This is an optimization exercise on Yosys and OpenROAD, whose aim is small area, not a production implementation. At most, simulation tests tie the RTL to the original design; equivalence was not proved. For run 3, only the layout was checked, not whether the RTL still works. Power is estimated from default activity; no workload was simulated.

==> flow/design.v <==
module pcie_irq
(
   input            Clk_i,
   input            Rstn_i,
   input            MsixStructSChipSelect_i,
   input   [13:0]   MsixStructSAddress_i,
   input   [3:0]    MsixStructSByteEnable_i,
   input            MsixStructSRead_i,
   output  [31:0]   MsixStructSReadData_o,
   input            MsixStructSWrite_i,
   input   [31:0]   MsixStructSWriteData_i,
   output           MsixStructSWaitRequest_o,
   output           MsixMWrite_o,
   output  [63:0]   MsixMAddress_o,
   output  [31:0]   MsixMWriteData_o,
   output  [3:0]    MsixMByteEnable_o,
   input            MsixMWaitRequest_i,
   input   [31:0]   Irq_i,
   input   [81:0]   MsiIntfc_i,
   input   [15:0]   MsixIntfc_i,
   output           IntxReq_o,
   input            IrqRead_i,
   output  [31:0]   IrqReadData_o,
  input    [31:0]   MaskWritedata_i,
  input             MaskRead_i,
  input             MaskWrite_i,
  input    [3:0]    MaskByteenable_i,
  output   [31:0]   MaskReaddata_o,
  output            MaskWaitrequest_o
);
reg  [31:0] ena_state;
always @(posedge Clk_i or negedge Rstn_i)
  if (!Rstn_i)
    ena_state <= 32'hF;
  else if (MaskWrite_i)
    ena_state <= MaskWritedata_i;
wire [31:0] irq_masked = Irq_i & ena_state;
assign MaskReaddata_o    = ena_state;
assign MaskWaitrequest_o = 1'b0;
reg  [31:0] irq_readdata;
always @(posedge Clk_i)
  if (IrqRead_i)
    irq_readdata <= irq_masked;
assign IrqReadData_o = irq_readdata;
wire msix_enable   = MsixIntfc_i[15];
wire msi_enable    = MsiIntfc_i[80];
wire master_enable = MsiIntfc_i[81];
wire msix_mode     =  msix_enable & ~msi_enable;
wire msi_mode      = ~msix_enable &  msi_enable;
wire intx_mode     = ~msix_enable & ~msi_enable;
wire [3:0] irq4 = irq_masked[3:0];
reg  [3:0] irq_reg;
always @(posedge Clk_i or negedge Rstn_i)
  if (!Rstn_i)
    irq_reg <= 4'h0;
  else
    irq_reg <= irq4;
assign IntxReq_o = (|irq_reg) & intx_mode;
localparam H_IDLE = 3'd0;
localparam H_PIPE = 3'd1;
localparam H_READ = 3'd2;
localparam H_RW1  = 3'd3;
localparam H_RW2  = 3'd4;
localparam H_RACK = 3'd5;
localparam H_WACK = 3'd6;
reg  [2:0] hs;
reg        a13;           
reg  [4:0] aw;            
wire       host_req = MsixStructSChipSelect_i & (MsixStructSRead_i | MsixStructSWrite_i);
always @(posedge Clk_i)
  if (host_req) begin
    a13 <= MsixStructSAddress_i[13];
    aw  <= MsixStructSAddress_i[6:2];
  end
always @(posedge Clk_i or negedge Rstn_i)
  if (!Rstn_i)
    hs <= H_IDLE;
  else
    case (hs)
      H_IDLE: hs <= host_req ? H_PIPE : H_IDLE;
      H_PIPE: hs <= MsixStructSRead_i  ? H_READ :
                    MsixStructSWrite_i ? H_WACK : H_IDLE;
      H_READ: hs <= a13 ? H_RACK : H_RW1;
      H_RW1:  hs <= a13 ? H_RACK : H_RW2;
      H_RW2:  hs <= H_RACK;
      default: hs <= H_IDLE;
    endcase
wire host_rack = (hs == H_RACK);
wire host_wack = (hs == H_WACK);
assign MsixStructSWaitRequest_o = ~(host_rack | host_wack);
reg  [1023:0] ring;       
reg  [1:0]    t3;         
reg           t2;         
reg  [31:0]   wbuf;       
reg  [4:0]    wbuf_a;     
reg           wbuf_v;     
wire mem_we = host_wack & ~a13;
always @(posedge Clk_i)
  case (t3)
    2'd0:    t3 <= 2'd1;
    2'd1:    t3 <= 2'd2;
    default: t3 <= 2'd0;
  endcase
always @(posedge Clk_i)
  t2 <= ~t2;
function [10:0] ring_of;    
  input [4:0] a;
  begin
    case (a)
      5'd0: ring_of = 11'b00000000001;
      5'd1: ring_of = 11'b00000000001;
      5'd2: ring_of = 11'b00000000001;
      5'd3: ring_of = 11'b00000000010;
      5'd4: ring_of = 11'b00000000010;
      5'd5: ring_of = 11'b00000000010;
      5'd6: ring_of = 11'b00000000100;
      5'd7: ring_of = 11'b00000000100;
      5'd8: ring_of = 11'b00000000100;
      5'd9: ring_of = 11'b00000001000;
      5'd10: ring_of = 11'b00000001000;
      5'd11: ring_of = 11'b00000001000;
      5'd12: ring_of = 11'b00000010000;
      5'd13: ring_of = 11'b00000010000;
      5'd14: ring_of = 11'b00000010000;
      5'd15: ring_of = 11'b00000100000;
      5'd16: ring_of = 11'b00000100000;
      5'd17: ring_of = 11'b00000100000;
      5'd18: ring_of = 11'b00001000000;
      5'd19: ring_of = 11'b00001000000;
      5'd20: ring_of = 11'b00001000000;
      5'd21: ring_of = 11'b00010000000;
      5'd22: ring_of = 11'b00010000000;
      5'd23: ring_of = 11'b00010000000;
      5'd24: ring_of = 11'b00100000000;
      5'd25: ring_of = 11'b00100000000;
      5'd26: ring_of = 11'b00100000000;
      5'd27: ring_of = 11'b01000000000;
      5'd28: ring_of = 11'b01000000000;
      5'd29: ring_of = 11'b01000000000;
      5'd30: ring_of = 11'b10000000000;
      5'd31: ring_of = 11'b10000000000;
      default: ring_of = 11'b0;
    endcase
  end
endfunction
function [2:0] k_of;        
  input [4:0] a;
  begin
    case (a)
      5'd0: k_of = 3'b001;
      5'd1: k_of = 3'b010;
      5'd2: k_of = 3'b100;
      5'd3: k_of = 3'b001;
      5'd4: k_of = 3'b010;
      5'd5: k_of = 3'b100;
      5'd6: k_of = 3'b001;
      5'd7: k_of = 3'b010;
      5'd8: k_of = 3'b100;
      5'd9: k_of = 3'b001;
      5'd10: k_of = 3'b010;
      5'd11: k_of = 3'b100;
      5'd12: k_of = 3'b001;
      5'd13: k_of = 3'b010;
      5'd14: k_of = 3'b100;
      5'd15: k_of = 3'b001;
      5'd16: k_of = 3'b010;
      5'd17: k_of = 3'b100;
      5'd18: k_of = 3'b001;
      5'd19: k_of = 3'b010;
      5'd20: k_of = 3'b100;
      5'd21: k_of = 3'b001;
      5'd22: k_of = 3'b010;
      5'd23: k_of = 3'b100;
      5'd24: k_of = 3'b001;
      5'd25: k_of = 3'b010;
      5'd26: k_of = 3'b100;
      5'd27: k_of = 3'b001;
      5'd28: k_of = 3'b010;
      5'd29: k_of = 3'b100;
      5'd30: k_of = 3'b001;
      5'd31: k_of = 3'b010;
      default: k_of = 3'b0;
    endcase
  end
endfunction
function [8:0] at_pos;      
  input [1:0] ph3;
  begin
    case (ph3)
      2'd1:    at_pos = {3'b010, 3'b001, 3'b100};
      2'd2:    at_pos = {3'b001, 3'b100, 3'b010};
      default: at_pos = {3'b100, 3'b010, 3'b001};
    endcase
  end
endfunction
wire [8:0] kpos = at_pos(t3);
wire [10:0] wbuf_ring = ring_of(wbuf_a);
wire [2:0]  wbuf_k    = k_of(wbuf_a);
wire        wbuf_last = wbuf_ring[10] ? ((wbuf_a[0] ^ t2) == 1'b1)
                                      : |(wbuf_k & kpos[8:6]);
wire        wbuf_put  = wbuf_v & wbuf_last;
always @(posedge Clk_i) begin
  if (mem_we) begin
    wbuf   <= MsixStructSWriteData_i;
    wbuf_a <= aw;
    wbuf_v <= 1'b1;
  end else if (wbuf_put)
    wbuf_v <= 1'b0;
end
genvar r;
generate
  for (r = 0; r < 10; r = r + 1) begin : RING3
    always @(posedge Clk_i) begin
      ring[(3*r+0)*32 +: 32] <= (wbuf_put && wbuf_ring[r]) ? wbuf : ring[(3*r+2)*32 +: 32];
      ring[(3*r+1)*32 +: 32] <= ring[(3*r+0)*32 +: 32];
      ring[(3*r+2)*32 +: 32] <= ring[(3*r+1)*32 +: 32];
    end
  end
endgenerate
always @(posedge Clk_i) begin
  ring[30*32 +: 32] <= (wbuf_put && wbuf_ring[10]) ? wbuf : ring[31*32 +: 32];
  ring[31*32 +: 32] <= ring[30*32 +: 32];
end
localparam G_IDLE  = 4'd0;
localparam G_PIPE  = 4'd1;
localparam G_R0    = 4'd2;    
localparam G_R3    = 4'd5;
localparam G_R6    = 4'd8;
localparam G_CHECK = 4'd9;
localparam G_MSIX  = 4'd10;
localparam G_MSI   = 4'd11;
reg  [3:0] gs;
reg        arb_v;         
reg  [1:0] arb_i;         
reg  [3:0] pba;
reg  [1:0] rp;            
reg  [31:0] e0, e1, e2;   
reg        vmask;         
reg        ev;            
wire gen_idle = (gs == G_IDLE);
reg  gen_read;
always @*
  case (gs)
    4'd2, 4'd3, 4'd4, 4'd5, 4'd6, 4'd7, 4'd8: gen_read = 1'b1;
    default: gen_read = 1'b0;
  endcase
always @(posedge Clk_i or negedge Rstn_i)
  if (!Rstn_i)
    gs <= G_IDLE;
  else
    case (gs)
      G_IDLE:
        if ((|pba) & master_enable & msix_mode)
          gs <= G_PIPE;
        else if (msi_mode & (irq_reg != irq4) & (|irq4))
          gs <= G_MSI;
      4'd1: gs <= 4'd2;
      4'd2: gs <= 4'd3;
      4'd3: gs <= 4'd4;
      4'd4: gs <= 4'd5;
      4'd5: gs <= 4'd6;
      4'd6: gs <= 4'd7;
      4'd7: gs <= 4'd8;
      4'd8: gs <= 4'd9;
      G_CHECK:
        gs <= vmask ? G_IDLE : G_MSIX;
      G_MSIX, G_MSI:
        if (~MsixMWaitRequest_i)
          gs <= G_IDLE;
      default:
        gs <= G_IDLE;
    endcase
always @(posedge Clk_i or negedge Rstn_i)
  if (!Rstn_i) begin
    arb_v <= 1'b0;
    arb_i <= 2'd0;
  end else if (gen_idle) begin
    arb_v <= 1'b1;
    if (!arb_v) begin
      if      (pba[0]) arb_i <= 2'd0;
      else if (pba[1]) arb_i <= 2'd1;
      else if (pba[2]) arb_i <= 2'd2;
      else if (pba[3]) arb_i <= 2'd3;
      else begin arb_v <= 1'b0; arb_i <= 2'd0; end
    end else
      case (arb_i)
        2'd0:
          if      (pba[1]) arb_i <= 2'd1;
          else if (pba[2]) arb_i <= 2'd2;
          else if (pba[3]) arb_i <= 2'd3;
          else begin arb_v <= 1'b0; arb_i <= 2'd0; end
        2'd1:
          if      (pba[2]) arb_i <= 2'd2;
          else if (pba[3]) arb_i <= 2'd3;
          else begin arb_v <= 1'b0; arb_i <= 2'd0; end
        2'd2:
          if      (pba[3]) arb_i <= 2'd3;
          else if (pba[1]) arb_i <= 2'd1;
          else begin arb_v <= 1'b0; arb_i <= 2'd0; end
        default:
          if      (pba[1]) arb_i <= 2'd1;
          else if (pba[2]) arb_i <= 2'd2;
          else begin arb_v <= 1'b0; arb_i <= 2'd0; end
      endcase
  end
wire msg_done = (gs == G_MSIX) & ~MsixMWaitRequest_i;
genvar i;
generate
  for (i = 0; i < 4; i = i + 1) begin : PBA
    always @(posedge Clk_i or negedge Rstn_i)
      if (!Rstn_i)
        pba[i] <= 1'b0;
      else if (~irq_reg[i] & irq4[i] & msix_mode)
        pba[i] <= 1'b1;
      else if (msg_done & arb_v & (arb_i == i))
        pba[i] <= 1'b0;
  end
endgenerate
wire       host_next_rack = ((hs == H_READ || hs == H_RW1) && a13) || (hs == H_RW2);
reg        rdone;         
wire       gen_rd = ~rdone & (((gs == G_PIPE) & host_next_rack) | (gen_read & ~host_rack));
wire [4:0]  rword = gen_rd ? {1'b0, arb_i, rp} : aw;
wire        rbyp  = wbuf_v & (wbuf_a == rword);
wire [10:0] rring = ring_of(rword);
wire [2:0]  rk    = k_of(rword);
reg  [31:0] rsel;
integer q;
always @* begin
  for (q = 0; q < 10; q = q + 1) begin
    rsel[3*q+0] = rring[q] & |(rk & kpos[2:0]);
    rsel[3*q+1] = rring[q] & |(rk & kpos[5:3]);
    rsel[3*q+2] = rring[q] & |(rk & kpos[8:6]);
  end
  rsel[30] = rring[10] & (rword[0] == t2);
  rsel[31] = rring[10] & (rword[0] != t2);
  if (rbyp)
    rsel = 32'b0;
end
reg  [31:0] rdata;
always @* begin
  rdata = rbyp ? wbuf : 32'b0;
  for (q = 0; q < 32; q = q + 1)
    rdata = rdata | ({32{rsel[q]}} & ring[q*32 +: 32]);
end
always @(posedge Clk_i)
  if (gen_idle) begin
    rp    <= 2'd0;
    rdone <= 1'b0;
  end else if (gen_rd) begin
    rp    <= {rp[1] ^ rp[0], ~rp[0]};
    rdone <= rp[1] & rp[0];
  end
always @(posedge Clk_i or negedge Rstn_i)
  if (!Rstn_i)
    ev <= 1'b0;
  else if (gen_rd)
    ev <= 1'b1;
always @(posedge Clk_i) begin
  if (gen_rd && rp == 2'd0) e0 <= rdata;
  if (gen_rd && rp == 2'd1) e1 <= rdata;
  if (gen_rd && rp == 2'd2) e2 <= rdata;
  if (gen_rd && rp == 2'd3) vmask <= rdata[0];
end
assign MsixStructSReadData_o = a13 ? {28'b0, pba} : rdata;
assign MsixMWrite_o      = (gs == G_MSIX) | (gs == G_MSI);
wire   sel_entry         = msix_mode & ev;
assign MsixMAddress_o    = sel_entry ? {e1, e0} : msix_mode ? 64'b0 : MsiIntfc_i[63:0];
assign MsixMWriteData_o  = sel_entry ? e2 : msix_mode ? 32'b0 : {16'b0, MsiIntfc_i[79:64]};
assign MsixMByteEnable_o = {4{MsixMWrite_o}};
endmodule
==> flow/run.sh <==
#!/bin/bash
# synth_recipe.tcl (not shown) runs the flow's synth.tcl, then flattens the netlist and writes it again
# the make line also repeats each setting of config.mk as NAME=value (left out here)
make -C /OpenROAD-flow-scripts/flow DESIGN_CONFIG=/design/flow/config.mk WORK_HOME=/design/flow/orfs CLKGATE_MAP_FILE= SYNTH_SCRIPT=/design/flow/synth_recipe.tcl finish
==> flow/config.mk <==
export PLATFORM = sky130hd
export DESIGN_NAME = pcie_irq
export DESIGN_NICKNAME = pcie_irq
export VERILOG_FILES = /design/flow/design.v
export SDC_FILE = /design/flow/constraint.sdc
export NUM_CORES = 4
export LEC_CHECK = 0
export CAP_MARGIN = 20
export CORE_MARGIN = 2
export CORE_UTILIZATION = 40
export CTS_CLUSTER_DIAMETER = 100
export CTS_CLUSTER_SIZE = 24
export SLEW_MARGIN = 20
==> flow/constraint.sdc <==
create_clock -name core_clock -period 10.0 [get_ports {Clk_i}]
set_input_delay 2.0000 -clock core_clock [delete_from_list [all_inputs] [get_ports {Clk_i}]]
set_output_delay 2.0000 -clock core_clock [all_outputs]
set_load 0.01 [all_outputs]
==> impl_results.html, run 1 <==
<table>
<tr><th>Metric</th><th>Value</th></tr>
<tr><th colspan="2">Logic synthesis</th></tr>
<tr><td>Unique masters post-synth</td><td>84</td></tr>
<tr><td>Syn. warnings</td><td>1</td></tr>
<tr><td>Share of synthesized registers carrying an async set or reset</td><td>0.0402</td></tr>
<tr><td>Post-synthesis area per instance</td><td>12.4 µm²</td></tr>
<tr><td>Flip-flop and latch count after synthesis</td><td>1,268</td></tr>
<tr><td>Portion of the post-synthesis area used by sequential elements</td><td>0.641</td></tr>
<tr><td>Synthesized Nets</td><td>3,691</td></tr>
<tr><td>Post-Syn Instances</td><td>3,449</td></tr>
<tr><td>Top FF cell, synth</td><td>dfxtp_1</td></tr>
<tr><td>Netlist Area Pre-Place</td><td>42,700 µm²</td></tr>
<tr><td>Number of synthesized flops with an enable pin</td><td>172</td></tr>
<tr><th colspan="2">Pwr</th></tr>
<tr><td>Leakage power figure</td><td>0.0193 µW</td></tr>
<tr><td>Total power divided by cell area</td><td>224 nW/µm²</td></tr>
<tr><td>Maximum vdd ir drop</td><td>0.000144 V</td></tr>
<tr><th colspan="2">Clock tree</th></tr>
<tr><td>Clock latency reported for the late side of the worst-skew pair</td><td>690 ps</td></tr>
<tr><td>Master cell of the clock root buffer</td><td>clkbuf_16</td></tr>
<tr><td>Deepest clock path buffer count</td><td>3</td></tr>
<tr><td>TritonCTS clock tree</td><td>done</td></tr>
<tr><td>Post-CTS Repair Setup Buffers</td><td>0</td></tr>
<tr><td>CTS Hold Bufs</td><td>0</td></tr>
<tr><td>Post_cts resized</td><td>0</td></tr>
<tr><td>Total number of clock tree sinks</td><td>1,268</td></tr>
<tr><td>Depth of the CTS H-tree</td><td>2</td></tr>
<tr><td>Post-CTS clock slew at the launch and capture registers of the worst setup and hold paths</td><td>100 ps</td></tr>
<tr><td>Number of buffers added by the clock tree synthesis step</td><td>58</td></tr>
<tr><th colspan="2">Critical path</th></tr>
<tr><td>Reg2reg setup slack</td><td>3480 ps</td></tr>
<tr><td>Kind of end point of the critical path</td><td>output port</td></tr>
<tr><td>Peak fanout along the critical path</td><td>19</td></tr>
<tr><td>Critical path class</td><td>reg2out</td></tr>
<tr><td>Arrival time at the worst endpoint</td><td>7420 ps</td></tr>
<tr><td>Worst Setup Start Kind</td><td>register</td></tr>
<tr><td>Worst Path Required</td><td>8000 ps</td></tr>
<tr><th colspan="2">Floorplanning</th></tr>
<tr><td>Effective utilization at floorplan</td><td>0.404</td></tr>
<tr><td>Overall die height</td><td>331 µm</td></tr>
<tr><td>Area inside the core boundary</td><td>106,000 µm²</td></tr>
<tr><td>Boundary Pins</td><td>425</td></tr>
<tr><td>Die footprint</td><td>109,000 µm²</td></tr>
<tr><td>X dimension of the die</td><td>331 µm</td></tr>
<tr><td>Standard-cell rows</td><td>119</td></tr>
<tr><th colspan="2">Placed design</th></tr>
<tr><td>Final weighted congestion in routability-driven placement</td><td>0.844</td></tr>
<tr><td>Detailed-placement wirelength estimate</td><td>88,600 µm</td></tr>
<tr><td>Area post-placement</td><td>48,000 µm²</td></tr>
<tr><td>PortBufs</td><td>391</td></tr>
<tr><th colspan="2">Finish</th></tr>
<tr><td>Layout cell share with drive strength beyond 1</td><td>0.160</td></tr>
<tr><td>Commonest non-fill, non-tap cells in the layout</td><td>dfxtp_1, mux2_2, clkdlybuf4s50_1, nand2_1, a22oi_1</td></tr>
<tr><td>P&amp;R area growth vs syn</td><td>16.3%</td></tr>
<tr><td>Number of filler instances in the final layout</td><td>9,571</td></tr>
<tr><td>Max FFs per register</td><td>1,024</td></tr>
<tr><td>Commonest non-fill, non-tap cell in the layout</td><td>dfxtp_1</td></tr>
<tr><td>Largest Register</td><td>ring</td></tr>
<tr><td>Fin nets</td><td>3,947</td></tr>
<tr><td>Utilization of the core after routing</td><td>0.470</td></tr>
<tr><td>Post-Layout Inst Area</td><td>49,600 µm²</td></tr>
<tr><th colspan="2">STA</th></tr>
<tr><td>Highest attainable clock frequency</td><td>0.106 GHz</td></tr>
<tr><td>Final Slew Violations</td><td>0</td></tr>
<tr><td>Slew @ Worst Pin</td><td>1250 ps</td></tr>
<tr><td>Setup total negative slack</td><td>0 ps</td></tr>
<tr><td>Fraction of the cycle the final worst path needs</td><td>0.942</td></tr>
<tr><td>Unrepaired setup endpoints after global routing</td><td>false</td></tr>
<tr><td>Final Hold Violating Endpoints</td><td>0</td></tr>
<tr><td>Minimum clock period after layout</td><td>9420 ps</td></tr>
<tr><td>Worst clock skew on the final layout</td><td>43.4 ps</td></tr>
<tr><td>Max transition margin</td><td>0.167</td></tr>
<tr><td>Final setup vio count</td><td>0</td></tr>
<tr><th colspan="2">Status</th></tr>
<tr><td>Result of the run</td><td>finished clean</td></tr>
<tr><th colspan="2">Routing</th></tr>
<tr><td>Remaining DRCs</td><td>0</td></tr>
<tr><td>Detailed-route wire length per cell</td><td>27.4 µm</td></tr>
<tr><td>DRT Wirelength</td><td>140,000 µm</td></tr>
<tr><td>First-pass iteration count of the detailed router</td><td>9</td></tr>
<tr><td>Initial DRC Count</td><td>3,460</td></tr>
<tr><td>Antenna Nets Post-Route</td><td>0</td></tr>
<tr><td>Vias after detailed routing</td><td>29,500</td></tr>
<tr><td>Via-per-instance ratio</td><td>5.76</td></tr>
<tr><th colspan="2">Global route</th></tr>
<tr><td>Number of global-route vias before repair</td><td>28,600</td></tr>
<tr><td>First-pass GRT wire length</td><td>199,000 µm</td></tr>
<tr><td>Total gr overflow</td><td>0</td></tr>
<tr><td>Largest net degree at the start of global routing</td><td>102</td></tr>
<tr><td>Global-route usage over all layers</td><td>0.247</td></tr>
<tr><td>Number of antenna violations at the first check in global routing</td><td>6</td></tr>
<tr><th colspan="2">Hold path</th></tr>
<tr><td>Tightest Hold Check Type</td><td>reg2reg</td></tr>
<tr><th colspan="2">Run</th></tr>
<tr><td># Max-Cap Violations</td><td>0</td></tr>
</table>
## synthesized netlist by cell type (6+ instances only)
master / count / area [µm²]
a2111oi_0: 6 / 52.6
a211oi_1: 11 / 82.6
a21o_1: 11 / 82.6
a21oi_1: 66 / 330
a221o_1: 15 / 150
a221oi_1: 26 / 228
a222oi_1: 113 / 1130
a22o_1: 41 / 359
a22oi_1: 181 / 1360
a311oi_1: 7 / 61.3
a31o_2: 14 / 123
a31oi_1: 42 / 263
a32oi_1: 6 / 52.6
a41oi_1: 12 / 105
and2_1: 55 / 344
and3_1: 41 / 257
buf_1: 62 / 233
buf_2: 22 / 110
buf_4: 6 / 45.0
clkbuf_1: 175 / 657
dfrtp_1: 47 / 1180
dfxtp_1: 1045 / 20900
edfxtp_1: 172 / 5160
ha_1: 17 / 213
inv_1: 25 / 93.8
mux2_2: 391 / 4400
mux2i_1: 44 / 440
nand2_1: 295 / 1110
nand3_1: 141 / 706
nand4_1: 16 / 100
nor2_1: 64 / 240
nor2b_1: 16 / 100
nor3_1: 22 / 110
nor4_1: 11 / 68.8
o211ai_1: 20 / 150
o21ai_0: 76 / 380
o221ai_1: 9 / 78.8
o22ai_1: 9 / 56.3
or2_1: 6 / 37.5
or3_1: 7 / 43.8
or4_1: 13 / 97.6
xnor2_1: 6 / 52.6
## stage by stage
| step | total power [µW] | hold slack, ps | cells | setup slack, ps |
|---|---|---|---|---|
| 6_report | 11100 | 327 | 5125 | 577 |
| 5_1_grt | 11500 | 325 | 5122 | 386 |
| 4_1_cts | 11100 | 324 | 5122 | 608 |
| 2_1_floorplan | 7350 | 323 | 3449 | 3160 |
| 3_3_place_gp | 8460 | 325 | 5036 | 1370 |
| 3_5_place_dp | 8470 | 331 | 5036 | 1390 |
## critical path: stages (launching register included)
cell and delay, ps:
dfrtp_1 630, or4b_4 550, a221oi_4 260, buf_4 300
nor2_1 170, nand2_1 90, o21ai_0 100, ha_1 360
nor2_1 50, a211oi_1 240, a221oi_1 130, o31ai_1 540
nand3_1 930, a22oi_1 420, or4b_1 470, or4b_4 640
mux2_2 350, clkdlybuf4s50_1 490
## final cells by class
class	instances	area, µm²	share of cell area
antenna	3	7.51	0.000151
tap	1391	1740	0.0351
multi-input combinational	1890	14400	0.289
clock buffer	83	1550	0.0311
sequential	1268	27400	0.551
inverter	25	93.8	0.00189
timing repair buffer	462	4470	0.0900
clock inverter	3	66.3	0.00134
## layer usage
metal  vias to the layer above  GRT usage  wire [µm]
met4                         0     0.0755       4430
met1                     14700      0.331      59800
met3                       198     0.0390      11000
met5                         -          0          0
li1                      13300          -          -
met2                      1339      0.410      65000
## report_power, final
| group | switching, µW | internal [µW] |
|---|---|---|
| combinational | 1580 | 838 |
| sequential | 307 | 5670 |
| clock | 1610 | 1110 |
| total | 3490 | 7620 |
## worst paths after layout
path,start,to,depth (start not counted)
hold reg to reg,ring[896],ring[928],0
max in group asynchronous,Rstn_i,ev,2
hold / removal,ring[896],ring[928],0
min in group asynchronous,Rstn_i,ena_state[17],2
setup reg to reg,gs[3],e2[16],16
setup / recovery,gs[3],MsixStructSReadData_o[0],17
## cell families (layout without fill, tap and decap cells)
group / after synthesis / in the layout / share of synthesized area
XOR/XNOR: 11 / 11 / 0.00226
multiplexers: 435 / 435 / 0.114
buffers and inverters: 291 / 573 / 0.0270
AO/OA/AOI/OAI: 714 / 714 / 0.131
adder cells (fa/ha/maj): 17 / 17 / 0.00499
flip-flops: 1268 / 1268 / 0.641
other: 1 / 4 / 0.0000879
AND/OR/NAND/NOR: 712 / 712 / 0.0801
==> run 2, diff against run 1 <==
==> flow/flow/run.sh (new file) <==
#!/bin/bash
set -euo pipefail
export BUFFER_PORTS_ARGS="-buffer_cell sky130_fd_sc_hd__buf_1"
bash standard.sh > standard_flow.log 2>&1
==> flow/standard.sh (new file) <==
#!/bin/bash
# synth_recipe.tcl (not shown) runs the flow's synth.tcl, then flattens the netlist and writes it again
# the make line also repeats each setting of config.mk as NAME=value (left out here)
make -C /OpenROAD-flow-scripts/flow DESIGN_CONFIG=/design/flow/config.mk WORK_HOME=/design/flow/orfs CLKGATE_MAP_FILE= SYNTH_SCRIPT=/design/flow/synth_recipe.tcl "${@:-finish}"
removed: flow/run.sh
==> impl_results.html, run 2 <==
<table>
<tr><th>Metric</th><th>Value</th></tr>
<tr><th colspan="2">Status</th></tr>
<tr><td>Result of the run</td><td>finished clean</td></tr>
<tr><th colspan="2">Logic synthesis</th></tr>
<tr><td>Area contributors post-synth</td><td>dfxtp_1, edfxtp_1, mux2_2</td></tr>
<tr><td>Top FF cell, synth</td><td>dfxtp_1</td></tr>
<tr><td>Flip-flop and latch count after synthesis</td><td>1,268 (unchanged)</td></tr>
<tr><td>Post-Syn Instances</td><td>3,449 (unchanged)</td></tr>
<tr><td>Leading cell type by number of instances after synthesis</td><td>dfxtp_1</td></tr>
<tr><td>Portion of the post-synthesis area used by sequential elements</td><td>0.641 (unchanged)</td></tr>
<tr><td>Post-synthesis area per instance</td><td>12.4 µm² (unchanged)</td></tr>
<tr><td>Syn. warnings</td><td>1 (unchanged)</td></tr>
<tr><td>Share of synthesized registers carrying an async set or reset</td><td>0.0402 (unchanged)</td></tr>
<tr><td>Number of synthesized flops with an enable pin</td><td>172 (unchanged)</td></tr>
<tr><td>Unique masters post-synth</td><td>84 (unchanged)</td></tr>
<tr><td>Area share of the leading cell type in the synthesized netlist</td><td>0.490 (unchanged)</td></tr>
<tr><td>Commonest cells in the synthesized netlist</td><td>dfxtp_1, mux2_2, nand2_1, a22oi_1, clkbuf_1</td></tr>
<tr><td>Netlist Area Pre-Place</td><td>42,700 µm² (unchanged)</td></tr>
<tr><td>Yosys top cell by area</td><td>dfxtp_1</td></tr>
<tr><td>Synthesized Nets</td><td>3,691 (unchanged)</td></tr>
<tr><th colspan="2">STA</th></tr>
<tr><td>Slew @ Worst Pin</td><td>1210 ps (-37.9 ps)</td></tr>
<tr><td>Highest attainable clock frequency</td><td>0.112 GHz (+5.3%)</td></tr>
<tr><td>Final Hold Violating Endpoints</td><td>0 (unchanged)</td></tr>
<tr><td>Fraction of the cycle the final worst path needs</td><td>0.894 (-0.0478)</td></tr>
<tr><td>Max transition margin</td><td>0.191 (+0.0235)</td></tr>
<tr><td>Minimum clock period after layout</td><td>8940 ps (-478 ps)</td></tr>
<tr><td>Unrepaired setup endpoints after global routing</td><td>false</td></tr>
<tr><td>Final Slew Violations</td><td>0 (unchanged)</td></tr>
<tr><td>Final setup vio count</td><td>0 (unchanged)</td></tr>
<tr><td>Setup total negative slack</td><td>0 ps (unchanged)</td></tr>
<tr><td>Worst clock skew on the final layout</td><td>34.0 ps (-9.40 ps)</td></tr>
<tr><th colspan="2">Routing</th></tr>
<tr><td>WL met2</td><td>66,000 µm (+1.6%)</td></tr>
<tr><td>Met3 wire length</td><td>10,400 µm (-4.7%)</td></tr>
<tr><td>First-pass iteration count of the detailed router</td><td>6 (-3)</td></tr>
<tr><td>Via-per-instance ratio</td><td>5.81 (+0.90%)</td></tr>
<tr><td>Antenna Nets Post-Route</td><td>0 (unchanged)</td></tr>
<tr><td>Detailed-route wire length per cell</td><td>27.2 µm (-0.51%)</td></tr>
<tr><td>Remaining DRCs</td><td>0 (unchanged)</td></tr>
<tr><td>DRT Wirelength</td><td>139,000 µm (-0.55%)</td></tr>
<tr><td>Post-route met1 wirelength</td><td>58,600 µm (-2.1%)</td></tr>
<tr><td>Highest metal layer used by the detailed router</td><td>met5</td></tr>
<tr><td>Vias after detailed routing</td><td>29,800 (+0.86%)</td></tr>
<tr><td>Initial DRC Count</td><td>3,405 (-1.6%)</td></tr>
<tr><th colspan="2">Floorplanning</th></tr>
<tr><td>Boundary Pins</td><td>425 (unchanged)</td></tr>
<tr><td>Standard-cell rows</td><td>119 (unchanged)</td></tr>
<tr><td>Effective utilization at floorplan</td><td>0.404 (unchanged)</td></tr>
<tr><td>Area inside the core boundary</td><td>106,000 µm² (unchanged)</td></tr>
<tr><td>X dimension of the die</td><td>331 µm (unchanged)</td></tr>
<tr><td>Overall die height</td><td>331 µm (unchanged)</td></tr>
<tr><td>Die footprint</td><td>109,000 µm² (unchanged)</td></tr>
<tr><th colspan="2">Global route</th></tr>
<tr><td>Largest net degree at the start of global routing</td><td>97 (-4.9%)</td></tr>
<tr><td>Number of global-route vias before repair</td><td>28,500 (-0.41%)</td></tr>
<tr><td>Global-route usage over all layers</td><td>0.246 (-0.000967)</td></tr>
<tr><td>First-pass GRT wire length</td><td>198,000 µm (-0.70%)</td></tr>
<tr><td>Total gr overflow</td><td>0 (unchanged)</td></tr>
<tr><td>Number of antenna violations at the first check in global routing</td><td>4 (-2)</td></tr>
<tr><th colspan="2">Clock tree</th></tr>
<tr><td>Post-CTS clock slew at the launch and capture registers of the worst setup and hold paths</td><td>100 ps (about the same)</td></tr>
<tr><td>Depth of the CTS H-tree</td><td>2 (unchanged)</td></tr>
<tr><td>Number of buffers added by the clock tree synthesis step</td><td>58 (unchanged)</td></tr>
<tr><td>Clock latency reported for the late side of the worst-skew pair</td><td>710 ps (+20 ps)</td></tr>
<tr><td>TritonCTS clock tree</td><td>done</td></tr>
<tr><td>Deepest clock path buffer count</td><td>3 (unchanged)</td></tr>
<tr><td>CTS Hold Bufs</td><td>0 (unchanged)</td></tr>
<tr><td>Master cell of the clock root buffer</td><td>clkbuf_16</td></tr>
<tr><td>Total number of clock tree sinks</td><td>1,268 (unchanged)</td></tr>
<tr><td>Post-CTS Repair Setup Buffers</td><td>0 (unchanged)</td></tr>
<tr><td>Post_cts resized</td><td>0 (unchanged)</td></tr>
<tr><th colspan="2">Critical path</th></tr>
<tr><td>Critical path class</td><td>reg2out</td></tr>
<tr><td>Peak per-stage delay on the critical path</td><td>890 ps (-40 ps)</td></tr>
<tr><td>Worst Setup Start Kind</td><td>register</td></tr>
<tr><td>Crit-path cells</td><td>or4b_4 &gt; a221oi_4 &gt; buf_4 &gt; nor2_1 &gt; nand2_1 &gt; o21ai_0 &gt; ha_1 &gt; nor2_1 &gt; a211oi_1 &gt; a221oi_1 &gt; o31ai_2 &gt; and3_1 &gt; nor3_1 &gt; buf_4 &gt; a221o_1 &gt; or4_1 &gt; and2_1 &gt; buf_1</td></tr>
<tr><td>Worst Path Required</td><td>8000 ps (about the same)</td></tr>
<tr><td>Peak fanout along the critical path</td><td>19 (unchanged)</td></tr>
<tr><td>Arrival time at the worst endpoint</td><td>6940 ps (-480 ps)</td></tr>
<tr><td>Reg2reg setup slack</td><td>3270 ps (-210 ps)</td></tr>
<tr><td>Kind of end point of the critical path</td><td>output port</td></tr>
<tr><td>Master of the slowest instance on the critical path</td><td>or4_1</td></tr>
<tr><th colspan="2">Finish</th></tr>
<tr><td>Commonest non-fill, non-tap cell in the layout</td><td>dfxtp_1</td></tr>
<tr><td>Post-Layout Inst Area</td><td>47,200 µm² (-4.8%)</td></tr>
<tr><td>Number of filler instances in the final layout</td><td>9,758 (+2.0%)</td></tr>
<tr><td>Largest Register</td><td>ring</td></tr>
<tr><td>Layout cell share with drive strength beyond 1</td><td>0.160 (-0.000311)</td></tr>
<tr><td>Utilization of the core after routing</td><td>0.447 (-0.0227)</td></tr>
<tr><td>Fin nets</td><td>3,943 (-0.10%)</td></tr>
<tr><td>Commonest non-fill, non-tap cells in the layout</td><td>dfxtp_1, mux2_2, buf_1, nand2_1, a22oi_1</td></tr>
<tr><td>Max FFs per register</td><td>1,024 (unchanged)</td></tr>
<tr><td>N_diodes</td><td>0 (-3)</td></tr>
<tr><td>P&amp;R area growth vs syn</td><td>10.7%</td></tr>
<tr><th colspan="2">Pwr</th></tr>
<tr><td>Portion of total power attributed to sequential cells</td><td>0.544 (+0.006)</td></tr>
<tr><td>Fraction of power consumed by the clock network</td><td>0.249 (+0.005)</td></tr>
<tr><td>Switching share of power</td><td>0.319 (+0.00493)</td></tr>
<tr><td>Total power divided by cell area</td><td>233 nW/µm² (+4.0%)</td></tr>
<tr><td>Combinational power share</td><td>0.206 (-0.011)</td></tr>
<tr><td>Maximum vdd ir drop</td><td>0.000151 V (+4.9%)</td></tr>
<tr><td>Power Internal</td><td>7490 µW (-1.7%)</td></tr>
<tr><td>Leakage power figure</td><td>0.0183 µW (-5.3%)</td></tr>
<tr><td>Switching power</td><td>3510 µW (+0.53%)</td></tr>
<tr><th colspan="2">Hold path</th></tr>
<tr><td>Tightest Hold Check Type</td><td>reg2reg</td></tr>
<tr><th colspan="2">Placed design</th></tr>
<tr><td>Area post-placement</td><td>45,600 µm² (-5.1%)</td></tr>
<tr><td>Final weighted congestion in routability-driven placement</td><td>0.838 (-0.64%)</td></tr>
<tr><td>PortBufs</td><td>391 (unchanged)</td></tr>
<tr><td>Detailed-placement wirelength estimate</td><td>85,900 µm (-3.0%)</td></tr>
<tr><th colspan="2">Run</th></tr>
<tr><td># Max-Cap Violations</td><td>0 (unchanged)</td></tr>
</table>
-- run 2: cell counts after synthesis --
No cell type changed its count.
-- run 2: cells by family (layout without fill, tap and decap cells) --
logic type | after synthesis | in the layout | share of synthesized area
simple gates | 712 | 712 | 0.0801
other cells | 1 | 1 | 0.0000879
compound gates | 714 | 714 | 0.131
buf+inv | 291 | 574 | 0.0270
mux | 435 | 435 | 0.114
flops | 1268 | 1268 | 0.641
xor+xnor | 11 | 11 | 0.00226
fa+ha+maj | 17 | 17 | 0.00499
-- run 2: critical path: cells and delay by family (launching register included) --
kind / cells / cell delay (ps)
adders and majority gates: 1 / 360
buffers and inverters: 3 / 660
and+or+nand+nor: 8 / 3000
AOI/OAI and AO/OA: 6 / 1560
DFF: 1 / 630
-- run 2: power groups by stage --
stage	Sequential (µW)	Combinational (µW)	Clock [µW]
3_3_place_gp	6080	2220	0
5_1_grt	6040	2380	2940
3_5_place_dp	6090	2230	0
4_1_cts	5970	2240	2770
2_1_floorplan	5960	1390	0
6_report	5980	2270	2740
-- run 2: path summary, 6_finish.rpt --
| path | start | end | cells past startpoint |
|---|---|---|---|
| max | gs[3] | MsixStructSReadData_o[18] | 18 |
| min | ring[340] | ring[372] | 0 |
| max reg2reg | gs[3] | e0[16] | 17 |
| min reg2reg | ring[340] | ring[372] | 0 |
| max in group asynchronous | Rstn_i | ev | 2 |
| min in group asynchronous | Rstn_i | ena_state[18] | 2 |
-- run 2: metrics by stage --
stage	worst slack, ps	power [µW]	cells	hold WS [ps]
finish	1060	11000	5123	325
global route	808	11400	5123	325
CTS	1140	11000	5123	317
detailed placement	1930	8320	5032	331
global placement	1970	8290	5031	327
floorplan	3160	7350	3449	323
-- run 2: area by class of cell --
cell class	instances	area [µm²]	share of cell area
well taps	1391	1740	0.0368
multi-input cells	1890	14300	0.304
clock buffers	88	1590	0.0336
flip-flops and latches	1268	27400	0.579
clock inverters	3	90.1	0.00191
repair buffers	458	2020	0.0428
inverters	25	93.8	0.00199
-- run 2: routing by layer --
metal	GRT usage	vias to the layer above
met5	0	-
met4	0.0768	2
met3	0.0356	220
met2	0.415	1450
met1	0.326	14800
li1	-	13300
==> run 3, diff against run 2 <==
--- a/flow/design.v
+++ b/flow/design.v
@@ -87,6 +87,7 @@
     endcase
 wire host_rack = (hs == H_RACK);
 wire host_wack = (hs == H_WACK);
+wire host_rwin = (hs == H_READ) | (hs == H_RW1) | (hs == H_RW2);
 assign MsixStructSWaitRequest_o = ~(host_rack | host_wack);
 reg  [1023:0] ring;       
 reg  [1:0]    t3;         
@@ -94,6 +95,8 @@
 reg  [31:0]   wbuf;       
 reg  [4:0]    wbuf_a;     
 reg           wbuf_v;     
+reg           land1;      
+reg           land2;      
 wire mem_we = host_wack & ~a13;
 always @(posedge Clk_i)
   case (t3)
@@ -103,6 +106,10 @@
   endcase
 always @(posedge Clk_i)
   t2 <= ~t2;
+always @(posedge Clk_i) begin
+  land1 <= mem_we;
+  land2 <= land1;
+end
 function [10:0] ring_of;    
   input [4:0] a;
   begin
@@ -183,30 +190,21 @@
     endcase
   end
 endfunction
-function [8:0] at_pos;      
-  input [1:0] ph3;
+wire [2:0] ktail = (t3 == 2'd1) ? 3'b010 :
+                   (t3 == 2'd2) ? 3'b001 : 3'b100;
+function at_tail;
+  input [4:0] a;
+  input [2:0] kt;
+  input       ph2;
   begin
-    case (ph3)
-      2'd1:    at_pos = {3'b010, 3'b001, 3'b100};
-      2'd2:    at_pos = {3'b001, 3'b100, 3'b010};
-      default: at_pos = {3'b100, 3'b010, 3'b001};
-    endcase
+    if (a[4:1] == 4'b1111)
+      at_tail = a[0] ^ ph2;
+    else
+      at_tail = |(k_of(a) & kt);
   end
 endfunction
-wire [8:0] kpos = at_pos(t3);
 wire [10:0] wbuf_ring = ring_of(wbuf_a);
-wire [2:0]  wbuf_k    = k_of(wbuf_a);
-wire        wbuf_last = wbuf_ring[10] ? ((wbuf_a[0] ^ t2) == 1'b1)
-                                      : |(wbuf_k & kpos[8:6]);
-wire        wbuf_put  = wbuf_v & wbuf_last;
-always @(posedge Clk_i) begin
-  if (mem_we) begin
-    wbuf   <= MsixStructSWriteData_i;
-    wbuf_a <= aw;
-    wbuf_v <= 1'b1;
-  end else if (wbuf_put)
-    wbuf_v <= 1'b0;
-end
+wire        wbuf_put  = wbuf_v & at_tail(wbuf_a, ktail, t2);
 genvar r;
 generate
   for (r = 0; r < 10; r = r + 1) begin : RING3
@@ -221,29 +219,46 @@
   ring[30*32 +: 32] <= (wbuf_put && wbuf_ring[10]) ? wbuf : ring[31*32 +: 32];
   ring[31*32 +: 32] <= ring[30*32 +: 32];
 end
+wire [32*11-1:0] tails;
+generate
+  for (r = 0; r < 11; r = r + 1) begin : TAIL
+    assign tails[r*32 +: 32] = ring[(r == 10 ? 31 : 3*r+2)*32 +: 32];
+  end
+endgenerate
+wire [10:0] hring    = ring_of(aw);
+wire        host_cap = host_rwin & at_tail(aw, ktail, t2) & ~(wbuf_v & (wbuf_a == aw));
+reg  [31:0] host_word;
+integer q;
+always @* begin
+  host_word = 32'b0;
+  for (q = 0; q < 11; q = q + 1)
+    host_word = host_word | ({32{hring[q]}} & tails[q*32 +: 32]);
+end
+always @(posedge Clk_i) begin
+  if (mem_we) begin
+    wbuf   <= MsixStructSWriteData_i;
+    wbuf_a <= aw;
+    wbuf_v <= 1'b1;
+  end else begin
+    if (host_cap)
+      wbuf <= host_word;
+    if (wbuf_put)
+      wbuf_v <= 1'b0;
+  end
+end
 localparam G_IDLE  = 4'd0;
 localparam G_PIPE  = 4'd1;
-localparam G_R0    = 4'd2;    
-localparam G_R3    = 4'd5;
-localparam G_R6    = 4'd8;
-localparam G_CHECK = 4'd9;
+localparam G_CHECK = 4'd9;    
 localparam G_MSIX  = 4'd10;
 localparam G_MSI   = 4'd11;
 reg  [3:0] gs;
 reg        arb_v;         
 reg  [1:0] arb_i;         
 reg  [3:0] pba;
-reg  [1:0] rp;            
 reg  [31:0] e0, e1, e2;   
 reg        vmask;         
 reg        ev;            
 wire gen_idle = (gs == G_IDLE);
-reg  gen_read;
-always @*
-  case (gs)
-    4'd2, 4'd3, 4'd4, 4'd5, 4'd6, 4'd7, 4'd8: gen_read = 1'b1;
-    default: gen_read = 1'b0;
-  endcase
 always @(posedge Clk_i or negedge Rstn_i)
   if (!Rstn_i)
     gs <= G_IDLE;
@@ -316,52 +331,88 @@
         pba[i] <= 1'b0;
   end
 endgenerate
-wire       host_next_rack = ((hs == H_READ || hs == H_RW1) && a13) || (hs == H_RW2);
-reg        rdone;         
-wire       gen_rd = ~rdone & (((gs == G_PIPE) & host_next_rack) | (gen_read & ~host_rack));
-wire [4:0]  rword = gen_rd ? {1'b0, arb_i, rp} : aw;
-wire        rbyp  = wbuf_v & (wbuf_a == rword);
-wire [10:0] rring = ring_of(rword);
-wire [2:0]  rk    = k_of(rword);
-reg  [31:0] rsel;
-integer q;
-always @* begin
-  for (q = 0; q < 10; q = q + 1) begin
-    rsel[3*q+0] = rring[q] & |(rk & kpos[2:0]);
-    rsel[3*q+1] = rring[q] & |(rk & kpos[5:3]);
-    rsel[3*q+2] = rring[q] & |(rk & kpos[8:6]);
+function [4:0] gen_cap_tab;   
+  input [7:0] key;            
+  begin
+    case (key)
+      8'b0010_00_10: gen_cap_tab = 5'b1_00_00;
+      8'b0010_01_01: gen_cap_tab = 5'b1_00_00;
+      8'b0010_10_00: gen_cap_tab = 5'b1_00_00;
+      8'b0010_11_10: gen_cap_tab = 5'b1_00_00;
+      8'b0011_00_01: gen_cap_tab = 5'b1_01_00;
+      8'b0011_00_10: gen_cap_tab = 5'b1_00_01;
+      8'b0011_01_00: gen_cap_tab = 5'b1_01_00;
+      8'b0011_01_01: gen_cap_tab = 5'b1_00_01;
+      8'b0011_10_00: gen_cap_tab = 5'b1_00_01;
+      8'b0011_10_10: gen_cap_tab = 5'b1_01_00;
+      8'b0011_11_01: gen_cap_tab = 5'b1_01_00;
+      8'b0011_11_10: gen_cap_tab = 5'b1_00_01;
+      8'b0100_00_00: gen_cap_tab = 5'b1_10_00;
+      8'b0100_00_01: gen_cap_tab = 5'b1_01_01;
+      8'b0100_00_10: gen_cap_tab = 5'b1_00_10;
+      8'b0100_01_00: gen_cap_tab = 5'b1_01_01;
+      8'b0100_01_01: gen_cap_tab = 5'b1_00_10;
+      8'b0100_01_10: gen_cap_tab = 5'b1_10_00;
+      8'b0100_10_00: gen_cap_tab = 5'b1_00_10;
+      8'b0100_10_01: gen_cap_tab = 5'b1_10_00;
+      8'b0100_10_10: gen_cap_tab = 5'b1_01_01;
+      8'b0100_11_00: gen_cap_tab = 5'b1_10_00;
+      8'b0100_11_01: gen_cap_tab = 5'b1_01_01;
+      8'b0100_11_10: gen_cap_tab = 5'b1_00_10;
+      8'b0101_00_00: gen_cap_tab = 5'b1_10_01;
+      8'b0101_00_01: gen_cap_tab = 5'b1_01_10;
+      8'b0101_00_10: gen_cap_tab = 5'b1_11_00;
+      8'b0101_01_00: gen_cap_tab = 5'b1_01_10;
+      8'b0101_01_01: gen_cap_tab = 5'b1_11_00;
+      8'b0101_01_10: gen_cap_tab = 5'b1_10_01;
+      8'b0101_10_00: gen_cap_tab = 5'b1_11_00;
+      8'b0101_10_01: gen_cap_tab = 5'b1_10_01;
+      8'b0101_10_10: gen_cap_tab = 5'b1_01_10;
+      8'b0101_11_00: gen_cap_tab = 5'b1_10_01;
+      8'b0101_11_01: gen_cap_tab = 5'b1_01_10;
+      8'b0101_11_10: gen_cap_tab = 5'b1_11_00;
+      8'b0110_00_00: gen_cap_tab = 5'b1_10_10;
+      8'b0110_00_10: gen_cap_tab = 5'b1_11_01;
+      8'b0110_01_01: gen_cap_tab = 5'b1_11_01;
+      8'b0110_01_10: gen_cap_tab = 5'b1_10_10;
+      8'b0110_10_00: gen_cap_tab = 5'b1_11_01;
+      8'b0110_10_01: gen_cap_tab = 5'b1_10_10;
+      8'b0110_11_00: gen_cap_tab = 5'b1_10_10;
+      8'b0110_11_10: gen_cap_tab = 5'b1_11_01;
+      8'b0111_00_10: gen_cap_tab = 5'b1_11_10;
+      8'b0111_01_01: gen_cap_tab = 5'b1_11_10;
+      8'b0111_10_00: gen_cap_tab = 5'b1_11_10;
+      8'b0111_11_10: gen_cap_tab = 5'b1_11_10;
+      default: gen_cap_tab = 5'b0;
+    endcase
   end
-  rsel[30] = rring[10] & (rword[0] == t2);
-  rsel[31] = rring[10] & (rword[0] != t2);
-  if (rbyp)
-    rsel = 32'b0;
-end
-reg  [31:0] rdata;
+endfunction
+wire [4:0]  gcap   = gen_cap_tab({gs, arb_i, t3});
+wire        gen_cap = gcap[4];
+wire [1:0]  gi     = gcap[3:2];
+wire [1:0]  gd     = gcap[1:0];
+wire [4:0]  gword  = {1'b0, arb_i, gi};
+wire [10:0] gring  = ring_of(gword);
+wire        g_old  = (gd == 2'd0) | ((gd == 2'd1) & ~land1) | ((gd == 2'd2) & ~land1 & ~land2);
+wire        g_byp  = wbuf_v & (wbuf_a == gword) & g_old;
+reg  [31:0] gen_word;
 always @* begin
-  rdata = rbyp ? wbuf : 32'b0;
-  for (q = 0; q < 32; q = q + 1)
-    rdata = rdata | ({32{rsel[q]}} & ring[q*32 +: 32]);
+  gen_word = g_byp ? wbuf : 32'b0;
+  for (q = 0; q < 6; q = q + 1)
+    gen_word = gen_word | ({32{gring[q] & ~g_byp}} & tails[q*32 +: 32]);
 end
-always @(posedge Clk_i)
-  if (gen_idle) begin
-    rp    <= 2'd0;
-    rdone <= 1'b0;
-  end else if (gen_rd) begin
-    rp    <= {rp[1] ^ rp[0], ~rp[0]};
-    rdone <= rp[1] & rp[0];
-  end
 always @(posedge Clk_i or negedge Rstn_i)
   if (!Rstn_i)
     ev <= 1'b0;
-  else if (gen_rd)
+  else if (gen_cap)
     ev <= 1'b1;
 always @(posedge Clk_i) begin
-  if (gen_rd && rp == 2'd0) e0 <= rdata;
-  if (gen_rd && rp == 2'd1) e1 <= rdata;
-  if (gen_rd && rp == 2'd2) e2 <= rdata;
-  if (gen_rd && rp == 2'd3) vmask <= rdata[0];
+  if (gen_cap && gi == 2'd0) e0 <= gen_word;
+  if (gen_cap && gi == 2'd1) e1 <= gen_word;
+  if (gen_cap && gi == 2'd2) e2 <= gen_word;
+  if (gen_cap && gi == 2'd3) vmask <= gen_word[0];
 end
-assign MsixStructSReadData_o = a13 ? {28'b0, pba} : rdata;
+assign MsixStructSReadData_o = a13 ? {28'b0, pba} : wbuf;
 assign MsixMWrite_o      = (gs == G_MSIX) | (gs == G_MSI);
 wire   sel_entry         = msix_mode & ev;
 assign MsixMAddress_o    = sel_entry ? {e1, e0} : msix_mode ? 64'b0 : MsiIntfc_i[63:0];
==> impl_results.html, run 3 <==
<table>
<tr><th>Metric</th><th>Value</th></tr>
<tr><th colspan="2">Logic synthesis</th></tr>
<tr><td>Netlist Area Pre-Place</td><td>40,000 µm² (-6.2%)</td></tr>
<tr><td>Synthesized Nets</td><td>3,241 (-12%)</td></tr>
<tr><td>Leading cell type by number of instances after synthesis</td><td>dfxtp_1</td></tr>
<tr><td>Number of synthesized flops with an enable pin</td><td>172 (unchanged)</td></tr>
<tr><td>Yosys top cell by area</td><td>dfxtp_1</td></tr>
<tr><td>Post-Syn Instances</td><td>2,993 (-13%)</td></tr>
<tr><td>Area share of the leading cell type in the synthesized netlist</td><td>0.529 (+0.0389)</td></tr>
<tr><td>Share of synthesized registers carrying an async set or reset</td><td>0.0398 (-0.000408)</td></tr>
<tr><td>Commonest cells in the synthesized netlist</td><td>dfxtp_1, mux2_2, nand2_1, edfxtp_1, clkbuf_1</td></tr>
<tr><td>Portion of the post-synthesis area used by sequential elements</td><td>0.690 (+0.0489)</td></tr>
<tr><td>Flip-flop and latch count after synthesis</td><td>1,281 (+1.0%)</td></tr>
<tr><td>Area contributors post-synth</td><td>dfxtp_1, edfxtp_1, mux2_2</td></tr>
<tr><td>Top FF cell, synth</td><td>dfxtp_1</td></tr>
<tr><td>Post-synthesis area per instance</td><td>13.4 µm² (+8.1%)</td></tr>
<tr><td>Syn. warnings</td><td>1 (unchanged)</td></tr>
<tr><td>Unique masters post-synth</td><td>74 (-12%)</td></tr>
<tr><th colspan="2">STA</th></tr>
<tr><td>Final Slew Violations</td><td>0 (unchanged)</td></tr>
<tr><td>Fraction of the cycle the final worst path needs</td><td>0.584 (-0.310)</td></tr>
<tr><td>Highest attainable clock frequency</td><td>0.171 GHz (+53%)</td></tr>
<tr><td>Setup total negative slack</td><td>0 ps (unchanged)</td></tr>
<tr><td>Unrepaired setup endpoints after global routing</td><td>false</td></tr>
<tr><td>Final Hold Violating Endpoints</td><td>0 (unchanged)</td></tr>
<tr><td>Worst clock skew on the final layout</td><td>29.1 ps (-4.89 ps)</td></tr>
<tr><td>Max transition margin</td><td>0.320 (+0.129)</td></tr>
<tr><td>Slew @ Worst Pin</td><td>1020 ps (-187 ps)</td></tr>
<tr><td>Final setup vio count</td><td>0 (unchanged)</td></tr>
<tr><td>Worst slack on hold paths</td><td>313 ps (-11.5 ps)</td></tr>
<tr><td>Minimum clock period after layout</td><td>5840 ps (-3100 ps)</td></tr>
<tr><th colspan="2">Routing</th></tr>
<tr><td>Antenna Nets Post-Route</td><td>0 (unchanged)</td></tr>
<tr><td>Via-per-instance ratio</td><td>5.14 (-12%)</td></tr>
<tr><td>Vias after detailed routing</td><td>23,800 (-20%)</td></tr>
<tr><td>Initial DRC Count</td><td>1,930 (-43%)</td></tr>
<tr><td>Detailed-route wire length per cell</td><td>22.3 µm (-18%)</td></tr>
<tr><td>DRT Wirelength</td><td>103,000 µm (-26%)</td></tr>
<tr><td>Remaining DRCs</td><td>0 (unchanged)</td></tr>
<tr><td>First-pass iteration count of the detailed router</td><td>5 (-1)</td></tr>
<tr><th colspan="2">Floorplanning</th></tr>
<tr><td>Area inside the core boundary</td><td>99,600 µm² (-5.7%)</td></tr>
<tr><td>Die footprint</td><td>103,000 µm² (-6.1%)</td></tr>
<tr><td>Standard-cell rows</td><td>116 (-2.5%)</td></tr>
<tr><td>Boundary Pins</td><td>425 (unchanged)</td></tr>
<tr><td>Effective utilization at floorplan</td><td>0.402 (-0.00219)</td></tr>
<tr><td>Overall die height</td><td>320 µm (-3.1%)</td></tr>
<tr><td>X dimension of the die</td><td>320 µm (-3.1%)</td></tr>
<tr><th colspan="2">Finish</th></tr>
<tr><td>Post-Layout Inst Area</td><td>44,400 µm² (-6.0%)</td></tr>
<tr><td>Area taken by flip-flops and latches</td><td>27,600 µm² (+1.0%)</td></tr>
<tr><td>Commonest non-fill, non-tap cell in the layout</td><td>dfxtp_1</td></tr>
<tr><td>Fin nets</td><td>3,531 (-10%)</td></tr>
<tr><td>Layout cell share with drive strength beyond 1</td><td>0.163 (+0.00298)</td></tr>
<tr><td>Max FFs per register</td><td>1,024 (unchanged)</td></tr>
<tr><td>Largest Register</td><td>ring</td></tr>
<tr><td>P&amp;R area growth vs syn</td><td>11.0%</td></tr>
<tr><td>Commonest non-fill, non-tap cells in the layout</td><td>dfxtp_1, buf_1, mux2_2, nand2_1, edfxtp_1</td></tr>
<tr><td>Combined area of the multi-input logic cells</td><td>11,600 µm² (-19%)</td></tr>
<tr><td>Number of filler instances in the final layout</td><td>9,121 (-6.5%)</td></tr>
<tr><th colspan="2">Clock tree</th></tr>
<tr><td>Deepest clock path buffer count</td><td>3 (unchanged)</td></tr>
<tr><td>TritonCTS clock tree</td><td>done</td></tr>
<tr><td>Post_cts resized</td><td>0 (unchanged)</td></tr>
<tr><td>Total number of clock tree sinks</td><td>1,281 (+1.0%)</td></tr>
<tr><td>CTS Hold Bufs</td><td>0 (unchanged)</td></tr>
<tr><td>Master cell of the clock root buffer</td><td>clkbuf_16</td></tr>
<tr><td>Clock latency reported for the late side of the worst-skew pair</td><td>690 ps (-20 ps)</td></tr>
<tr><td>Number of buffers added by the clock tree synthesis step</td><td>59 (+1.7%)</td></tr>
<tr><td>Post-CTS clock slew at the launch and capture registers of the worst setup and hold paths</td><td>90 ps (about the same)</td></tr>
<tr><td>Post-CTS Repair Setup Buffers</td><td>0 (unchanged)</td></tr>
<tr><td>Depth of the CTS H-tree</td><td>2 (unchanged)</td></tr>
<tr><th colspan="2">Pwr</th></tr>
<tr><td>Combinational power share</td><td>0.111 (-0.095)</td></tr>
<tr><td>Switching power</td><td>2520 µW (-28%)</td></tr>
<tr><td>Switching share of power</td><td>0.264 (-0.0551)</td></tr>
<tr><td>Fraction of power consumed by the clock network</td><td>0.284 (+0.035)</td></tr>
<tr><td>Power Internal</td><td>7030 µW (-6.1%)</td></tr>
<tr><td>Maximum vdd ir drop</td><td>0.000152 V (+0.57%)</td></tr>
<tr><td>Total power divided by cell area</td><td>215 nW/µm² (-7.6%)</td></tr>
<tr><td>Leakage power figure</td><td>0.0178 µW (-2.9%)</td></tr>
<tr><td>Portion of total power attributed to sequential cells</td><td>0.605 (+0.061)</td></tr>
<tr><th colspan="2">Critical path</th></tr>
<tr><td>Worst Setup Start Kind</td><td>input port</td></tr>
<tr><td>Worst Path Required</td><td>8000 ps (about the same)</td></tr>
<tr><td>Arrival time at the worst endpoint</td><td>3840 ps (-3100 ps)</td></tr>
<tr><td>Peak fanout along the critical path</td><td>83 (+64)</td></tr>
<tr><td>Kind of end point of the critical path</td><td>output port</td></tr>
<tr><td>Critical path class</td><td>in2out</td></tr>
<tr><th colspan="2">Global route</th></tr>
<tr><td>Number of antenna violations at the first check in global routing</td><td>4 (unchanged)</td></tr>
<tr><td>Total gr overflow</td><td>0 (unchanged)</td></tr>
<tr><td>Global-route usage over all layers</td><td>0.195 (-0.0510)</td></tr>
<tr><td>Number of global-route vias before repair</td><td>22,900 (-20%)</td></tr>
<tr><td>First-pass GRT wire length</td><td>149,000 µm (-25%)</td></tr>
<tr><td>Largest net degree at the start of global routing</td><td>98 (+1.0%)</td></tr>
<tr><th colspan="2">Placed design</th></tr>
<tr><td>PortBufs</td><td>391 (unchanged)</td></tr>
<tr><td>Detailed-placement wirelength estimate</td><td>59,000 µm (-31%)</td></tr>
<tr><td>Final weighted congestion in routability-driven placement</td><td>0.828 (-1.3%)</td></tr>
<tr><td>Area post-placement</td><td>42,700 µm² (-6.3%)</td></tr>
<tr><th colspan="2">Hold path</th></tr>
<tr><td>Tightest Hold Check Type</td><td>reg2reg</td></tr>
<tr><th colspan="2">Run</th></tr>
<tr><td># Max-Cap Violations</td><td>0 (unchanged)</td></tr>
<tr><th colspan="2">Status</th></tr>
<tr><td>Result of the run</td><td>finished clean</td></tr>
</table>
[run 3: cell count changes in the layout (fill, tap and decap cells not counted), sizes merged, moves of 15 or more]
cell and change:
o211ai -15, and2 -21, nand2 -67, or2 +24
a22o +26, nor2b +22, a32oi +27, a21oi -53
a22oi -85, nand3 -18, buf -28, a222oi -78
o21ai -39
[run 3: kinds of logic after synthesis]
group           share of synthesized area
other cells                     0.0000937
flops                               0.690
compound gates                     0.0782
fa+ha+maj                         0.00719
simple gates                       0.0752
mux                                 0.122
buf+inv                            0.0240
xor+xnor                          0.00306
[run 3: power groups by stage]
stage / combinational, µW / clock [µW] / sequential (µW)
after detailed placement: 1070 / 0 / 5890
after floorplan: 695 / 0 / 5770
after global placement: 1060 / 0 / 5890
after CTS: 1070 / 2790 / 5770
after global routing: 1140 / 2970 / 5820
final: 1060 / 2720 / 5770
[run 3: final cells by class]
type	count	share of cell area
multi-input combinational	1492	0.261
timing repair buffer	428	0.0393
tap	1298	0.0366
antenna	4	0.000225
sequential	1281	0.622
inverter	21	0.00178
clock inverter	3	0.00149
clock buffer	95	0.0372
[run 3: path summary, 6_finish.rpt]
| kind | startpoint | to | slack, ps | cells past startpoint |
|---|---|---|---|---|
| max in group asynchronous | Rstn_i | ev | 8090 | 2 |
| worst min register to register | ring[539] | ring[571] | 310 | 0 |
| worst min-delay path | ring[539] | ring[571] | 310 | 0 |
| worst max register to register | gs[0] | e1[23] | 5160 | 9 |
| min in group asynchronous | Rstn_i | ena_state[19] | 1420 | 2 |
| worst max-delay path | MsixIntfc_i[15] | MsixMAddress_o[50] | 4160 | 6 |
[run 3: critical path: stages]
cell and delay (ps):
buf_1 170, nor2b_4 470, buf_4 640, nand3_1 170, nand2_1 110, buf_1 180
[run 3: layer usage]
metal / wire [µm] / GRT usage / vias to the layer above
li1: - / - / 11200
met1: 47200 / 0.270 / 11700
met2: 47800 / 0.320 / 688
met3: 5340 / 0.0275 / 156
met4: 2590 / 0.0531 / 4
met5: 27 / 0 / -
[run 3: per-stage QoR]
stage / cells / setup WS (ps) / power [µW] / util
3_3_place_gp: 4520 / 4140 / 6940 / 0.429
2_1_floorplan: 2993 / 5090 / 6470 / -
6_report: 4622 / 4160 / 9550 / 0.446
4_1_cts: 4618 / 4100 / 9630 / 0.446
5_1_grt: 4618 / 3880 / 9930 / 0.446
3_5_place_dp: 4520 / 4100 / 6960 / 0.429

[re-timing with driven ports]
The flow's constraints put no driver on any port. The routed layouts listed below were extracted and timed again, unchanged, in two steps. Step 1 assumes that a clkbuf_16 drives the clock port and a buf_2 every other input. Step 2 moves the port delays by t, midway between the first and last clock arrival at a register: inputs arrive t later, outputs are due t later. That takes back most of the time a late clock gives input paths. Slacks: ideal ports / drivers / drivers and shift; pairs: ideal ports / drivers.
| run | t (ns) | slack for setup (ns) | worst setup path after step 2 | pins driven straight from the clock port |
|---|---|---|---|---|
| run 1 | 0.746 | 0.577 / 0.504 / 1.250 | register to output | 1 |
| run 2 | 0.772 | 1.055 / 0.976 / 1.748 | register to output | 1 |
| run 3 | 0.739 | 4.160 / 4.117 / 4.117 | input to output | 1 |
After both steps every run listed still meets setup and hold. For run 3, which loses most, drivers alone change the setup slack by -0.043 ns; drivers and shift together by -0.043 ns.
